Background: an optimization exercise with open tools, aiming at small area and a short achievable clock period. Do not read the settings as production practice.
Function was checked by simulation only, so behaviour that the tests miss may differ from the original.
No driver is modelled on the clock port, so clocking that relies on it looks cheaper here than on a real chip.
Power figures rest on the tool's default switching activity, not on a simulated workload.

==> inputs of pepper <==
// SMC_top
module SMC_top (
    input            clk,
    input      [1:0] mode,
    input      [2:0] Vgs0, Vgs1, Vgs2, Vgs3, Vgs4, Vgs5,
    input      [2:0] Vds0, Vds1, Vds2, Vds3, Vds4, Vds5,
    input      [2:0] W0, W1, W2, W3, W4, W5,
    output reg [9:0] out
);
    reg [1:0] r_mode;
    reg [2:0] r_Vgs0, r_Vgs1, r_Vgs2, r_Vgs3, r_Vgs4, r_Vgs5;
    reg [2:0] r_Vds0, r_Vds1, r_Vds2, r_Vds3, r_Vds4, r_Vds5;
    reg [2:0] r_W0, r_W1, r_W2, r_W3, r_W4, r_W5;
    wire [9:0] core_out;
    always @(posedge clk) begin
        r_mode <= mode;
        r_Vgs0 <= Vgs0; r_Vgs1 <= Vgs1; r_Vgs2 <= Vgs2;
        r_Vgs3 <= Vgs3; r_Vgs4 <= Vgs4; r_Vgs5 <= Vgs5;
        r_Vds0 <= Vds0; r_Vds1 <= Vds1; r_Vds2 <= Vds2;
        r_Vds3 <= Vds3; r_Vds4 <= Vds4; r_Vds5 <= Vds5;
        r_W0 <= W0; r_W1 <= W1; r_W2 <= W2;
        r_W3 <= W3; r_W4 <= W4; r_W5 <= W5;
        out <= core_out;
    end
    SMC core (
        .out(core_out), .mode(r_mode),
        .Vgs0(r_Vgs0), .Vgs1(r_Vgs1), .Vgs2(r_Vgs2), .Vgs3(r_Vgs3), .Vgs4(r_Vgs4), .Vgs5(r_Vgs5),
        .Vds0(r_Vds0), .Vds1(r_Vds1), .Vds2(r_Vds2), .Vds3(r_Vds3), .Vds4(r_Vds4), .Vds5(r_Vds5),
        .W0(r_W0), .W1(r_W1), .W2(r_W2), .W3(r_W3), .W4(r_W4), .W5(r_W5)
    );
endmodule
clock: 30.0 ns
lec_check: 0
abc_area: 1
cap_margin: 20
core_margin: 2
core_utilization: 40
cts_buf_list: sky130_fd_sc_hd__clkbuf_8
slew_margin: 20
standard.sh (not shown) runs the stock make flow with config.mk's settings and CLKGATE_MAP_FILE= SYNTH_SCRIPT=/design/flow/synth_recipe.tcl, a recipe that flattens the netlist after the stock synthesis.
==> flow/flow/run.sh <==
#!/bin/bash
# Own flow: the standard synthesis, then the combinational cells are
# re-mapped by ABC (flip-flops kept as they are, same names and cells); the standard flow's
# standard layout with small port buffers. After clock tree synthesis the
# output registers' clock pins get a short buffer chain of their own, so they
# are clocked a little later than the input registers (skew that helps the
# register-to-register paths; it only lengthens the paths to the outputs).
set -euo pipefail
HERE=$(pwd)
R=$HERE/orfs/results/$FLOW_PLATFORM/SMC_top/base
LIB=$FLOW_HOME/platforms/sky130hd/lib/sky130_fd_sc_hd__tt_025C_1v80.lib
source $HERE/flow/params.sh
bash standard.sh synth > synth_std.log 2>&1
cp $R/1_2_yosys.v $HERE/synth_std.v
DU=$(grep -A40 "DONT_USE_CELLS +=" $FLOW_HOME/platforms/sky130hd/config.mk | grep -o "sky130_fd_sc_hd__[a-z0-9_]*" | sed 's/^/-dont_use /' | tr '\n' ' ')
cat > resynth.ys <<EOT
read_liberty -ignore_miss_func $LIB
blackbox sky130_fd_sc_hd__dfxtp_1
read_verilog $HERE/synth_std.v
hierarchy -top $FLOW_TOP
flatten
opt_clean
abc -script $HERE/flow/resynth.abc -liberty $LIB $DU -D $ABC_D
opt_clean -purge
hilomap -singleton -hicell sky130_fd_sc_hd__conb_1 HI -locell sky130_fd_sc_hd__conb_1 LO
stat -liberty $LIB
write_verilog -noattr -nohex -nodec $HERE/synth_re.v
EOT
yosys -s resynth.ys > resynth.log 2>&1
cp $HERE/synth_re.v $R/1_2_yosys.v
rm -f $R/1_synth.odb $R/1_synth.sdc
bash standard.sh "BUFFER_PORTS_ARGS=$PORT_BUF_ARGS" $EXTRA_MAKE cts > layout_cts.log 2>&1
if [[ -n "$SKEW_CELLS" ]]; then
  # SKEW_CELLS: candidate chains separated by ';'. Each is tried on the placed
  # design; the one that leaves the largest worst setup slack (with no hold
  # violation) is kept.
  cp $R/4_cts.odb $HERE/4_cts_noskew.odb
  best=""; best_ws=-1000; i=0
  IFS=';' read -ra CANDS <<< "$SKEW_CELLS"
  for chain in "${CANDS[@]}"; do
    i=$((i+1))
    cp $HERE/4_cts_noskew.odb $R/4_cts.odb
    R=$R LIB=$LIB SKEW_CELLS="$chain" HOLD_FIX="${HOLD_FIX:-}" SKEW_WRITE=0 openroad -no_init -exit $HERE/flow/skew.tcl > skew_try$i.log 2>&1 || true
    res=$(grep '^RESULT' skew_try$i.log | tail -1 || true)
    ws=$(echo "$res" | awk '{print $2}'); wh=$(echo "$res" | awk '{print $3}')
    echo "candidate $i {$chain}: setup $ws hold $wh" >> skew_choice.log
    if [[ -n "$ws" ]] && awk -v ws="$ws" -v wh="$wh" -v b="$best_ws" 'BEGIN { exit !(wh >= 0 && ws > b) }'; then
      best="$chain"; best_ws=$ws
    fi
  done
  echo "chosen {$best}" >> skew_choice.log
  cp $HERE/4_cts_noskew.odb $R/4_cts.odb
  if [[ -n "$best" ]]; then
    R=$R LIB=$LIB SKEW_CELLS="$best" HOLD_FIX="${HOLD_FIX:-}" SKEW_WRITE=1 openroad -no_init -exit $HERE/flow/skew.tcl > skew.log 2>&1
  fi
fi
bash standard.sh "BUFFER_PORTS_ARGS=$PORT_BUF_ARGS" $EXTRA_MAKE finish > layout.log 2>&1
==> flow/flow/params.sh <==
ABC_D=6000
PORT_BUF_ARGS="-buffer_cell sky130_fd_sc_hd__buf_1"
EXTRA_MAKE=""
SKEW_CELLS="sky130_fd_sc_hd__clkdlybuf4s50_1 sky130_fd_sc_hd__clkbuf_8;sky130_fd_sc_hd__clkdlybuf4s50_1 sky130_fd_sc_hd__clkdlybuf4s15_1 sky130_fd_sc_hd__clkbuf_8;sky130_fd_sc_hd__clkdlybuf4s50_1 sky130_fd_sc_hd__clkdlybuf4s25_1 sky130_fd_sc_hd__clkbuf_8;sky130_fd_sc_hd__clkdlybuf4s50_1 sky130_fd_sc_hd__clkdlybuf4s50_1 sky130_fd_sc_hd__clkbuf_8;sky130_fd_sc_hd__clkdlybuf4s50_1 sky130_fd_sc_hd__clkdlybuf4s50_1 sky130_fd_sc_hd__clkdlybuf4s25_1 sky130_fd_sc_hd__clkbuf_8"
HOLD_FIX="sky130_fd_sc_hd__dlygate4sd3_1 0.15 1.5"
==> flow/flow/resynth.abc <==
strash; dch; map -D 6000; topo; buffer -p; upsize -D 6000; dnsize -D 6000
Other scripts of this flow, unchanged in this note and not shown: flow/flow/skew.tcl
==> sierra (differences from pepper) <==
--- a/flow/flow/params.sh
+++ b/flow/flow/params.sh
@@ -1,3 +1,3 @@
-ABC_D=6000
+ABC_D=7000
 PORT_BUF_ARGS="-buffer_cell sky130_fd_sc_hd__buf_1"
 EXTRA_MAKE=""
==> flow/flow/resynth.abc (replaced) <==
strash; dch; map -D 7000; topo; buffer -p; upsize -D 7000; dnsize -D 7000
==> notes <==
sierra went through all stages and came out clean. pepper finished with timing, DRC and antenna clean.
Synthesized area: pepper is larger than sierra (about 8%).
Against sierra, the clock power of pepper is larger by about 15%.
Between pepper and sierra, the lower global-route usage is in sierra (gap 0.067 points).
Non-clock buffer count: sierra is higher than pepper (2).
In sierra the critical path depth is higher than in pepper, by 4.
Sequential power is about the same in sierra and pepper.
In sierra the via count is lower than in pepper, by about 5%.
In pepper the fmax is larger than in sierra, by 8.3%.
In sierra the cell count is smaller than in pepper, by about 2.2%.
==> figures <==
| quantity | sierra | pepper |
|---|---|---|
| Number of cells traversed by the worst register-to-register path | 53 | 49 |
| Leakage power of the design | 4.31 nW | 4.39 nW |
| Period utilization | 0.288 | 0.266 |
| Starting density of the core | 0.405 | 0.404 |
| Final worst slack | 21370 ps | 22030 ps |
| Average cell area after synthesis | 5.68 sq um | 5.98 sq um |
| Highest attainable clock frequency | 116 MHz | 126 MHz |
| Highest net fanout along the worst path | 43 | 56 |
| WHS Endpoint | out[9]$_DFF_P_ | out[1]$_DFF_P_ |
| Cell count of the worst hold path | 11 | 6 |
| Part of the power in the clock network | 0.075 | 0.078 |
| Combinational power | 955 uW | 1.06 mW |
| Slew of the pin with the lowest slew margin | 1030 ps | 1000 ps |
| Setup slack at placement | 20060 ps | 21320 ps |
| Worst R2R Setup Slack | 21370 ps | 22030 ps |
| Status | timing/DRC/antenna clean | timing/DRC/antenna clean |
| Fraction of met2 tracks used by global routing | 0.402 | 0.394 |
| Pin count of the biggest net entering global routing | 44 | 57 |
| 1st-pass router iterations | 7 | 6 |
| Max-slew headroom at the worst pin | 0.310 | 0.328 |

==> run X: inputs <==
SMC_top, a different RTL version from the one above (not shown whole).
## SMC_top
module SMC_top (
    input            clk,
    input      [1:0] mode,
    input      [2:0] Vgs0, Vgs1, Vgs2, Vgs3, Vgs4, Vgs5,
    input      [2:0] Vds0, Vds1, Vds2, Vds3, Vds4, Vds5,
    input      [2:0] W0, W1, W2, W3, W4, W5,
    output reg [9:0] out
);
export LEC_CHECK = 0
export ABC_AREA = 1
export CAP_MARGIN = 20
export CORE_MARGIN = 2
export CORE_UTILIZATION = 40
export CTS_BUF_LIST = sky130_fd_sc_hd__clkbuf_8
export SLEW_MARGIN = 20
create_clock -name core_clock -period 30.0 [get_ports {clk}]
==> flow/flow/run.sh <==
#!/bin/bash
# Own flow: the standard synthesis, then the combinational cells are
# re-mapped by ABC (flip-flops kept as they are, same names and cells); the standard flow's
# standard layout with small port buffers. After clock tree synthesis the
# output registers' clock pins get a short buffer chain of their own, so they
# are clocked a little later than the input registers (skew that helps the
# register-to-register paths; it only lengthens the paths to the outputs).
set -euo pipefail
HERE=$(pwd)
R=$HERE/orfs/results/$FLOW_PLATFORM/SMC_top/base
LIB=$FLOW_HOME/platforms/sky130hd/lib/sky130_fd_sc_hd__tt_025C_1v80.lib
source $HERE/flow/params.sh
bash standard.sh synth > synth_std.log 2>&1
cp $R/1_2_yosys.v $HERE/synth_std.v
DU=$(grep -A40 "DONT_USE_CELLS +=" $FLOW_HOME/platforms/sky130hd/config.mk | grep -o "sky130_fd_sc_hd__[a-z0-9_]*" | sed 's/^/-dont_use /' | tr '\n' ' ')
cat > resynth.ys <<EOT
read_liberty -ignore_miss_func $LIB
blackbox sky130_fd_sc_hd__dfxtp_1
read_verilog $HERE/synth_std.v
hierarchy -top $FLOW_TOP
flatten
opt_clean
abc -script $HERE/flow/resynth.abc -liberty $LIB $DU -D $ABC_D
opt_clean -purge
hilomap -singleton -hicell sky130_fd_sc_hd__conb_1 HI -locell sky130_fd_sc_hd__conb_1 LO
stat -liberty $LIB
write_verilog -noattr -nohex -nodec $HERE/synth_re.v
EOT
yosys -s resynth.ys > resynth.log 2>&1
cp $HERE/synth_re.v $R/1_2_yosys.v
rm -f $R/1_synth.odb $R/1_synth.sdc
bash standard.sh "BUFFER_PORTS_ARGS=$PORT_BUF_ARGS" ${CTS_ARGS:+"CTS_ARGS=$CTS_ARGS"} $EXTRA_MAKE cts > layout_cts.log 2>&1
if [[ -n "$SKEW_CELLS" ]]; then
  # SKEW_CELLS: candidate chains separated by ';'. Each is tried on the placed
  # design; the one that leaves the largest worst setup slack (with no hold
  # violation) is kept.
  cp $R/4_cts.odb $HERE/4_cts_noskew.odb
  best=""; best_ws=-1000; i=0
  IFS=';' read -ra CANDS <<< "$SKEW_CELLS"
  for chain in "${CANDS[@]}"; do
    i=$((i+1))
    cp $HERE/4_cts_noskew.odb $R/4_cts.odb
    R=$R LIB=$LIB SKEW_CELLS="$chain" HOLD_FIX="${HOLD_FIX:-}" RR_DERATE=${RR_DERATE:-0} ROOT_REGS="${ROOT_REGS:-}" PRE_REPAIR="${PRE_REPAIR:-}" SKEW_WRITE=0 openroad -no_init -exit $HERE/flow/skew.tcl > skew_try$i.log 2>&1 || true
    res=$(grep '^RESULT' skew_try$i.log | tail -1 || true)
    ws=$(echo "$res" | awk '{print $2}'); wh=$(echo "$res" | awk '{print $3}')
    echo "candidate $i {$chain}: $res" >> skew_choice.log
    if [[ -n "$ws" ]] && awk -v ws="$ws" -v wh="$wh" -v b="$best_ws" 'BEGIN { exit !(wh >= 0 && ws > b) }'; then
      best="$chain"; best_ws=$ws
    fi
  done
  echo "chosen {$best}" >> skew_choice.log
  cp $HERE/4_cts_noskew.odb $R/4_cts.odb
  if [[ -n "$best" ]]; then
    R=$R LIB=$LIB SKEW_CELLS="$best" HOLD_FIX="${HOLD_FIX:-}" RR_DERATE=${RR_DERATE:-0} ROOT_REGS="${ROOT_REGS:-}" PRE_REPAIR="${PRE_REPAIR:-}" SKEW_WRITE=1 openroad -no_init -exit $HERE/flow/skew.tcl > skew.log 2>&1
  fi
fi
bash standard.sh "BUFFER_PORTS_ARGS=$PORT_BUF_ARGS" ${CTS_ARGS:+"CTS_ARGS=$CTS_ARGS"} $EXTRA_MAKE ${FINISH_MAKE:-} finish > layout.log 2>&1
==> flow/flow/params.sh <==
ABC_D=6500
PORT_BUF_ARGS="-buffer_cell sky130_fd_sc_hd__buf_1"
EXTRA_MAKE=""
SKEW_CELLS="sky130_fd_sc_hd__clkdlybuf4s50_1 sky130_fd_sc_hd__clkbuf_8;sky130_fd_sc_hd__clkdlybuf4s50_1 sky130_fd_sc_hd__clkdlybuf4s25_1 sky130_fd_sc_hd__clkbuf_8;sky130_fd_sc_hd__clkdlybuf4s50_1 sky130_fd_sc_hd__clkdlybuf4s50_1 sky130_fd_sc_hd__clkbuf_8;sky130_fd_sc_hd__clkdlybuf4s50_1 sky130_fd_sc_hd__clkdlybuf4s50_1 sky130_fd_sc_hd__clkdlybuf4s15_1 sky130_fd_sc_hd__clkbuf_8;sky130_fd_sc_hd__clkdlybuf4s50_1 sky130_fd_sc_hd__clkdlybuf4s50_1 sky130_fd_sc_hd__clkdlybuf4s25_1 sky130_fd_sc_hd__clkbuf_8;sky130_fd_sc_hd__clkdlybuf4s50_1 sky130_fd_sc_hd__clkdlybuf4s50_1 sky130_fd_sc_hd__clkdlybuf4s50_1 sky130_fd_sc_hd__clkbuf_8"
HOLD_FIX="sky130_fd_sc_hd__dlygate4sd3_1 0.15 1.0"
RR_DERATE=0.5
CTS_ARGS="-sink_clustering_enable -repair_clock_nets -dont_use_dummy_load -buf_list sky130_fd_sc_hd__clkbuf_8"
PRE_REPAIR=0.6
==> flow/flow/resynth.abc <==
strash; dch; map -D 6500; topo; buffer -p; upsize -D 6500; dnsize -D 6500
Other scripts of this flow, unchanged in this note and not shown: flow/flow/skew.tcl
==> run B: changes against run X <==
==> flow/flow/params.sh (replaced) <==
ABC_D=7500
PORT_BUF_ARGS="-buffer_cell sky130_fd_sc_hd__buf_1"
EXTRA_MAKE=""
SKEW_CELLS="sky130_fd_sc_hd__clkdlybuf4s50_1 sky130_fd_sc_hd__clkbuf_8;sky130_fd_sc_hd__clkdlybuf4s50_1 sky130_fd_sc_hd__clkdlybuf4s25_1 sky130_fd_sc_hd__clkbuf_8;sky130_fd_sc_hd__clkdlybuf4s50_1 sky130_fd_sc_hd__clkdlybuf4s50_1 sky130_fd_sc_hd__clkbuf_8;sky130_fd_sc_hd__clkdlybuf4s50_1 sky130_fd_sc_hd__clkdlybuf4s50_1 sky130_fd_sc_hd__clkdlybuf4s15_1 sky130_fd_sc_hd__clkbuf_8;sky130_fd_sc_hd__clkdlybuf4s50_1 sky130_fd_sc_hd__clkdlybuf4s50_1 sky130_fd_sc_hd__clkdlybuf4s25_1 sky130_fd_sc_hd__clkbuf_8;sky130_fd_sc_hd__clkdlybuf4s50_1 sky130_fd_sc_hd__clkdlybuf4s50_1 sky130_fd_sc_hd__clkdlybuf4s50_1 sky130_fd_sc_hd__clkbuf_8;sky130_fd_sc_hd__clkdlybuf4s50_1 sky130_fd_sc_hd__clkdlybuf4s50_1 sky130_fd_sc_hd__clkdlybuf4s50_1 sky130_fd_sc_hd__clkdlybuf4s15_1 sky130_fd_sc_hd__clkbuf_8"
HOLD_FIX="sky130_fd_sc_hd__dlygate4sd3_1 0.15 1.0"
RR_DERATE=0.5
CTS_ARGS="-sink_clustering_enable -repair_clock_nets -dont_use_dummy_load -buf_list sky130_fd_sc_hd__clkbuf_8"
PRE_REPAIR=1.0
==> flow/flow/resynth.abc (replaced) <==
strash; dch; map -D 7500; topo; buffer -p; upsize -D 7500; dnsize -D 7500
==> comparison <==
- Of run X and run B, run B has the higher first-iteration DRC count (gap 8.7%, measured against run B).
- Against run X, the total power of run B is lower by 2.7%.
- Between run X and run B, the lower clock skew is in run X (gap 250 ps).
- Sequential power is about the same in run X and run B.
- Against run B, the non-clock buffer count of run X is lower by 5.
- Of run B and run X, run X has the higher clock power (gap 3.1%, measured against run X).
- Sequential share of layout area is about the same in run B and run X.
- Of run B and run X, run X has the higher fmax (gap 3.5%, measured against run X).
- Against run B, the wire length of run X is higher by 1.0%.
- In run B the via count is higher than in run X, by about 0.2%.
- In run B the combinational power is lower than in run X, by about 3%.

==> static timing again, ports no longer ideal <==
In the flow no input, the clock included, has a driving cell. The finished layouts below were timed again as built, in two steps. Step 1: set_driving_cell puts a clkbuf_16 on clk and a buf_2 on each other input, an assumption about the parent block. Step 2, shift: input delay + t, output delay - t, t = (earliest + latest rising clock arrival at the registers) / 2. This alone moves slack from input paths to output paths. a / b / c = ideal / step 1 / step 2; a / b = the first two.
run	shift t [ns]	setup WS [ns]	worst setup path at the end	latest minus earliest clock arrival (ns)
pepper	0.852	22.034 / 22.034 / 22.034	register to register	0.893 / 0.893
sierra	1.087	21.370 / 21.370 / 21.370	register to register	1.386 / 1.386
run X	0.852	22.273 / 22.228 / 22.395	register to register	0.914 / 0.914
run B	0.972	21.990 / 21.960 / 21.990	register to register	1.167 / 1.167
In every run listed the clock reaches the registers at very different times; t lies between them, and the last value is a rough guide only.
